This design comes from an exercise in tuning for small area and a short achievable clock period on the open sky130 flow, not from production work. At most, simulation tests tie the RTL to the original design; equivalence was not proved. The flow treats the clock pin as an ideal source. Dropping or thinning the clock tree relies on that and would not hold on a real chip. Power figures rest on the tool's default switching activity, not on a simulated workload.

## mac_unit
module mac_unit(input clk,en,clr,
                input [15:0]a,b,
                output [39:0]c);
wire [31:0]temp1;
mul_16x16 m1(clk,a,b,temp1);
accumulator a1(clk,en,clr,temp1,c);
endmodule
Size in the first run: about 1100 cells after synthesis, ~190 flip-flops, ~12000 sq um of cells after synthesis.
clock: 13.5 ns
lec_check: 0
cap_margin: 20
core_margin: 2
core_utilization: 40
cts_buf_list: sky130_fd_sc_hd__clkbuf_8
slew_margin: 20
synth_hierarchical: 1
synth_minimum_keep_size: 0
standard.sh (not shown) runs the stock make flow with config.mk's settings and CLKGATE_MAP_FILE= SYNTH_SCRIPT=/design/flow/synth_recipe.tcl, a recipe that flattens the netlist after the stock synthesis.
==> flow/flow/run.sh <==
#!/bin/bash
# The standard layout (standard.sh), with these changes:
#  - every port gets a buf_1 buffer (ORFS's buffer_ports with -buffer_cell);
#  - setup repair aims for 9.70 ns of slack at the design's clock period, and
#    does not remove buffers (so every port keeps its buffer).
# ORFS writes each step's full log under orfs/logs/; make's own output goes to standard.log.
export BUFFER_PORTS_ARGS="-buffer_cell sky130_fd_sc_hd__buf_1"
export PRE_RESIZE_TCL=$PWD/flow/sizes.tcl
export SETUP_SLACK_MARGIN=9.70
export SKIP_BUFFER_REMOVAL=1
bash standard.sh > standard.log 2>&1
==> flow/flow/sizes.tcl <==
# Sizes of the output buffers (made by buffer_ports, named output*), of the
# accumulator flip-flops that drive them, and of the operand flip-flops.
foreach inst [get_cells {output*}] {
  replace_cell $inst sky130_fd_sc_hd__buf_2
}
foreach inst [get_cells {a1.acc*}] {
  replace_cell $inst sky130_fd_sc_hd__dfxtp_2
}
foreach inst [get_cells {m1.ra* m1.rb*}] {
  replace_cell $inst sky130_fd_sc_hd__dfxtp_2
}
The starting point ran to the end with no violations.
Edit:
--- a/flow/flow/sizes.tcl
+++ b/flow/flow/sizes.tcl
@@ -10 +10 @@
-  replace_cell $inst sky130_fd_sc_hd__dfxtp_2
+  replace_cell $inst sky130_fd_sc_hd__dfxtp_4
Sequential power is about the same.
Core utilization went up by 0.16 points.
Worst setup slack gets worse by 5.0 ps.
Routed wire length went down by 0.98%.
No functional check of the RTL was part of any run of this note.

* * *

run A:
Another version of the RTL of mac_unit (not shown whole).
Size in the first run: roughly 1100 cells after synthesis, about 190 flip-flops, roughly 75 I/O pins.
export LEC_CHECK = 0
export CAP_MARGIN = 20
export CORE_MARGIN = 2
export CORE_UTILIZATION = 40
export SLEW_MARGIN = 20
export SYNTH_HIERARCHICAL = 1
export SYNTH_MINIMUM_KEEP_SIZE = 0
create_clock -name core_clock -period 13.5 [get_ports {clk}]
==> flow/flow/run.sh <==
#!/bin/bash
# The standard layout (standard.sh), with these changes:
#  - every port gets a buf_1 buffer (ORFS's buffer_ports with -buffer_cell);
#  - before the resize step (flow/sizes.tcl) the output buffers become buf_2 and
#    the accumulator flip-flops that drive them dfxtp_2;
#  - after CTS (flow/clocktree.tcl) the clock tree is rebuilt as two balanced
#    levels of clkbuf_16 buffers (4 on the clock port, 8 driving the flip-flops);
#  - setup repair aims for 9.90 ns of slack at the design's clock period, and
#    does not remove buffers (so every port keeps its buffer).
# ORFS writes each step's full log under orfs/logs/; make's own output goes to standard.log.
export BUFFER_PORTS_ARGS="-buffer_cell sky130_fd_sc_hd__buf_1"
export PRE_RESIZE_TCL=$PWD/flow/sizes.tcl
export POST_CTS_TCL=$PWD/flow/clocktree.tcl
export SETUP_SLACK_MARGIN=9.90
export SKIP_BUFFER_REMOVAL=1
bash standard.sh > standard.log 2>&1
==> flow/flow/clocktree.tcl <==
# Two-level clock tree in place of the one CTS builds: the clock port drives four
# clkbuf_16 buffers, one per quadrant of the flip-flops, and each of these drives
# two clkbuf_16 buffers, one per half of its quadrant, which drive the flip-flops'
# clock pins. The groups are cut at median coordinates, so every flip-flop's clock
# goes through two equal buffers.
set block [ord::get_db_block]
set db [ord::get_db]
set bufm [$db findMaster sky130_fd_sc_hd__clkbuf_16]
set clk_net [$block findNet clk]

set ffs {}
foreach inst [$block getInsts] {
  if {[string match "sky130_fd_sc_hd__df*" [[$inst getMaster] getName]]} {
    lappend ffs $inst
  }
}
# remove the CTS buffers, its dummy loads, and its nets
set old_nets {}
foreach inst [$block getInsts] {
  if {[string match "clkload*" [$inst getName]]} {
    odb::dbInst_destroy $inst
  } elseif {[string match "clkbuf_*_clk" [$inst getName]]} {
    set onet [[$inst findITerm X] getNet]
    if {$onet != "NULL"} { lappend old_nets $onet }
    odb::dbInst_destroy $inst
  }
}
foreach ff $ffs {
  set it [$ff findITerm CLK]
  set n [$it getNet]
  if {$n != "NULL" && [$n getName] != "clk"} { $it disconnect }
}
foreach n $old_nets {
  if {[llength [$n getITerms]] == 0} { odb::dbNet_destroy $n }
}
if {[llength [$clk_net getITerms]] != 0} { error "clock port still drives cells" }

proc ffx {ff} { return [lindex [$ff getLocation] 0] }
proc ffy {ff} { return [lindex [$ff getLocation] 1] }
proc split2 {l axis} {
  set s [lsort -command [list apply {{axis a b} {expr {[ff$axis $a] - [ff$axis $b]}}} $axis] $l]
  set h [expr {[llength $s] / 2}]
  return [list [lrange $s 0 [expr {$h - 1}]] [lrange $s $h end]]
}
proc centroid {l} {
  set sx 0; set sy 0
  foreach ff $l { set sx [expr {$sx + [ffx $ff]}]; set sy [expr {$sy + [ffy $ff]}] }
  return [list [expr {$sx / [llength $l]}] [expr {$sy / [llength $l]}]]
}
proc add_buf {block bufm name loc in_net out_name} {
  set buf [odb::dbInst_create $block $bufm $name]
  $buf setLocation {*}$loc
  $buf setPlacementStatus PLACED
  [$buf findITerm A] connect $in_net
  set net [odb::dbNet_create $block $out_name]
  $net setSigType CLOCK
  [$buf findITerm X] connect $net
  return $net
}
set quads {}
foreach half [split2 $ffs x] { lappend quads {*}[split2 $half y] }
set k 0
foreach q $quads {
  set rnet [add_buf $block $bufm "clkroot_$k" [centroid $q] $clk_net "clknet_root_$k"]
  set j 0
  foreach part [split2 $q x] {
    set lnet [add_buf $block $bufm "clkleaf_${k}_$j" [centroid $part] $rnet "clknet_leaf_${k}_$j"]
    foreach ff $part { [$ff findITerm CLK] connect $lnet }
    puts "clock buffer clkleaf_${k}_$j drives [llength $part] flip-flops"
    incr j
  }
  incr k
}

detailed_placement
check_placement -verbose
estimate_parasitics -placement
report_clock_skew
==> flow/flow/sizes.tcl <==
# Sizes of the output buffers (made by buffer_ports, named output*) and of the
# accumulator flip-flops that drive them.
foreach inst [get_cells {output*}] {
  replace_cell $inst sky130_fd_sc_hd__buf_2
}
foreach inst [get_cells {a1.acc*}] {
  replace_cell $inst sky130_fd_sc_hd__dfxtp_2
}
[inputs] run B vs run A
diff --git a/flow/flow/run.sh b/flow/flow/run.sh
--- a/flow/flow/run.sh
+++ b/flow/flow/run.sh
@@ -8 +8 @@
-#  - setup repair aims for 9.90 ns of slack at the design's clock period, and
+#  - setup repair aims for 9.70 ns of slack at the design's clock period, and
@@ -14 +14 @@
-export SETUP_SLACK_MARGIN=9.90
+export SETUP_SLACK_MARGIN=9.70
diff --git a/flow/flow/clocktree.tcl b/flow/flow/clocktree.tcl
--- a/flow/flow/clocktree.tcl
+++ b/flow/flow/clocktree.tcl
@@ -17 +17 @@
-# remove the CTS buffers, its dummy loads, and its nets
+# remove the CTS buffers and their nets
@@ -20,3 +20 @@
-  if {[string match "clkload*" [$inst getName]]} {
-    odb::dbInst_destroy $inst
-  } elseif {[string match "clkbuf_*_clk" [$inst getName]]} {
+  if {[string match "clkbuf_*_clk" [$inst getName]]} {
@@ -50 +48,2 @@
-proc add_buf {block bufm name loc in_net out_name} {
+proc add_buf {name loc in_net out_name} {
+  global block bufm
@@ -64 +63 @@
-  set rnet [add_buf $block $bufm "clkroot_$k" [centroid $q] $clk_net "clknet_root_$k"]
+  set rnet [add_buf "clkroot_$k" [centroid $q] $clk_net "clknet_root_$k"]
@@ -67 +66 @@
-    set lnet [add_buf $block $bufm "clkleaf_${k}_$j" [centroid $part] $rnet "clknet_leaf_${k}_$j"]
+    set lnet [add_buf "clkleaf_${k}_$j" [centroid $part] $rnet "clknet_leaf_${k}_$j"]
==> comparison <==
Run B: aborted in 4_1_cts (tool error). Run A finished every stage and its layout cleared the timing, DRC and antenna checks. Post-synthesis share of cell area spent on and, or, nand and nor gates came out exactly the same in run A and run B. Run A and run B ended up with nearly the same gate count of the mapped netlist. Mean instance size in the synthesized netlist came out exactly the same in run A and run B. The cell area reported after detailed placement on run A is in line with that on run B. Minimum setup slack after placement on run B is ahead of run A. Relative to run A, global placement routability congestion has gone down in run B. Reported for run A and run B, starting utilization of the core area turned out identical to the last digit. On cell count after placement, run A and run B are basically level. Run A -> run B: floorplan row count delta 0, exact match.
### run B -> run C
diff --git a/flow/flow/run.sh b/flow/flow/run.sh
--- a/flow/flow/run.sh
+++ b/flow/flow/run.sh
@@ -4,2 +3,0 @@
-#  - before the resize step (flow/sizes.tcl) the output buffers become buf_2 and
-#    the accumulator flip-flops that drive them dfxtp_2;
@@ -7 +5 @@
-#    levels of clkbuf_16 buffers (4 on the clock port, 8 driving the flip-flops);
+#    levels of inverters (4 inv_8 on the clock port, 8 inv_16 driving the flip-flops);
diff --git a/flow/flow/clocktree.tcl b/flow/flow/clocktree.tcl
--- a/flow/flow/clocktree.tcl
+++ b/flow/flow/clocktree.tcl
@@ -1,5 +0,0 @@
-# Two-level clock tree in place of the one CTS builds: the clock port drives four
-# clkbuf_16 buffers, one per quadrant of the flip-flops, and each of these drives
-# two clkbuf_16 buffers, one per half of its quadrant, which drive the flip-flops'
-# clock pins. The groups are cut at median coordinates, so every flip-flop's clock
-# goes through two equal buffers.
@@ -8 +3,2 @@
-set bufm [$db findMaster sky130_fd_sc_hd__clkbuf_16]
+set leafm [$db findMaster sky130_fd_sc_hd__inv_16]
+set rootm [$db findMaster sky130_fd_sc_hd__inv_8]
@@ -17 +13 @@
-# remove the CTS buffers and their nets
+# remove the CTS buffers, its dummy loads, and its nets
@@ -20 +16,3 @@
-  if {[string match "clkbuf_*_clk" [$inst getName]]} {
+  if {[string match "clkload*" [$inst getName]]} {
+    odb::dbInst_destroy $inst
+  } elseif {[string match "clkbuf_*_clk" [$inst getName]]} {
@@ -48,3 +46,2 @@
-proc add_buf {name loc in_net out_name} {
-  global block bufm
-  set buf [odb::dbInst_create $block $bufm $name]
+proc add_buf {block master name loc in_net out_name} {
+  set buf [odb::dbInst_create $block $master $name]
@@ -56 +53 @@
-  [$buf findITerm X] connect $net
+  [$buf findITerm Y] connect $net
@@ -63 +60 @@
-  set rnet [add_buf "clkroot_$k" [centroid $q] $clk_net "clknet_root_$k"]
+  set rnet [add_buf $block $rootm "clkroot_$k" [centroid $q] $clk_net "clknet_root_$k"]
@@ -66 +63 @@
-    set lnet [add_buf "clkleaf_${k}_$j" [centroid $part] $rnet "clknet_leaf_${k}_$j"]
+    set lnet [add_buf $block $leafm "clkleaf_${k}_$j" [centroid $part] $rnet "clknet_leaf_${k}_$j"]
@@ -68 +65 @@
-    puts "clock buffer clkleaf_${k}_$j drives [llength $part] flip-flops"
+    puts "clock inverter clkleaf_${k}_$j drives [llength $part] flip-flops"
diff --git a/flow/flow/sizes.tcl b/flow/flow/sizes.tcl
--- a/flow/flow/sizes.tcl
+++ b/flow/flow/sizes.tcl
@@ -8,0 +9,9 @@
+# the input buffers of en and clr, which drive the accumulator's control gates
+foreach port {en clr} {
+  foreach inst [get_cells -of_objects [get_nets $port]] {
+    replace_cell $inst sky130_fd_sc_hd__buf_2
+  }
+}
+foreach inst [get_cells {m1.ra* m1.rb*}] {
+  replace_cell $inst sky130_fd_sc_hd__dfxtp_4
+}
Results
Run C went all the way through synthesis, placement and routing and the layout is clean on timing, DRC and antenna. [compare] base=run B new=run C: estimated wirelength of the detail-placed design higher; overall die height roughly the same. In run C, the post-placement setup slack came out 29 ps above the value in run B.
The following lists how run D was set up differently from run C:
Settings: swapping 40 for 70 in CORE_UTILIZATION.
diff --git a/flow/flow/run.sh b/flow/flow/run.sh
--- a/flow/flow/run.sh
+++ b/flow/flow/run.sh
@@ -5,2 +5,2 @@
-#    levels of inverters (4 inv_8 on the clock port, 8 inv_16 driving the flip-flops);
-#  - setup repair aims for 9.70 ns of slack at the design's clock period, and
+#    levels of inverters (4 inv_6 on the clock port, 8 inv_12 driving the flip-flops);
+#  - setup repair keeps the standard target (0 ns of slack), and
@@ -12 +12 @@
-export SETUP_SLACK_MARGIN=9.70
+export SETUP_SLACK_MARGIN=0
diff --git a/flow/flow/clocktree.tcl b/flow/flow/clocktree.tcl
--- a/flow/flow/clocktree.tcl
+++ b/flow/flow/clocktree.tcl
@@ -3,2 +3,2 @@
-set leafm [$db findMaster sky130_fd_sc_hd__inv_16]
-set rootm [$db findMaster sky130_fd_sc_hd__inv_8]
+set leafm [$db findMaster sky130_fd_sc_hd__inv_12]
+set rootm [$db findMaster sky130_fd_sc_hd__inv_6]
diff --git a/flow/flow/sizes.tcl b/flow/flow/sizes.tcl
--- a/flow/flow/sizes.tcl
+++ b/flow/flow/sizes.tcl
@@ -4 +4 @@
-  replace_cell $inst sky130_fd_sc_hd__buf_2
+  replace_cell $inst sky130_fd_sc_hd__buf_1
@@ -7 +7 @@
-  replace_cell $inst sky130_fd_sc_hd__dfxtp_2
+  replace_cell $inst sky130_fd_sc_hd__dfxtp_1
@@ -12 +12 @@
-    replace_cell $inst sky130_fd_sc_hd__buf_2
+    replace_cell $inst sky130_fd_sc_hd__buf_8
==> run notes <==
Run C ended with every stage complete and zero timing, DRC or antenna violations. Run D finished every step from synthesis to the final layout, and the layout passed the timing, DRC and antenna checks. From run C to run D the numbers moved as follows: count of buffering cells on the critical path with inverters included moved down; worst hold slack level; final design utilization moved up.
In run A, run C and run D the design's own scripts or RTL, not TritonCTS, make the clock network.

port drivers added, routing unchanged:
No port has a modelled driver above. Below, the same layouts with a new extraction and two added sets of constraints. Step 1 sets driving cells, clkbuf_16 on the clock port and buf_2 on the other inputs (assumed; they add their load-dependent delay and slew). Step 2, shift: input delay + t, output delay - t, t = (earliest + latest rising clock arrival at the registers) / 2. This alone moves slack from input paths to output paths. a / b / c = ideal / step 1 / step 2; a / b = the first two.
run	t, ns	setup WS [ns]	hold WS [ns]
the first run of note 1	0.520	9.789 / 9.747 / 9.641	0.335 / 0.335 / 0.335
the second run of note 1	0.514	9.784 / 9.737 / 9.640	0.325 / 0.325 / 0.325
run A	0.388	10.009 / 9.943 / 9.753	0.316 / 0.316 / 0.316
run C	0.272	9.927 / 9.974 / 9.776	0.319 / 0.319 / 0.319
run D	0.268	9.974 / 9.929 / 9.860	0.319 / 0.318 / 0.318
After both steps every run listed still meets setup and hold. The setup slack of run A, which loses most, moves by -0.066 ns with the drivers and by -0.256 ns with both steps.
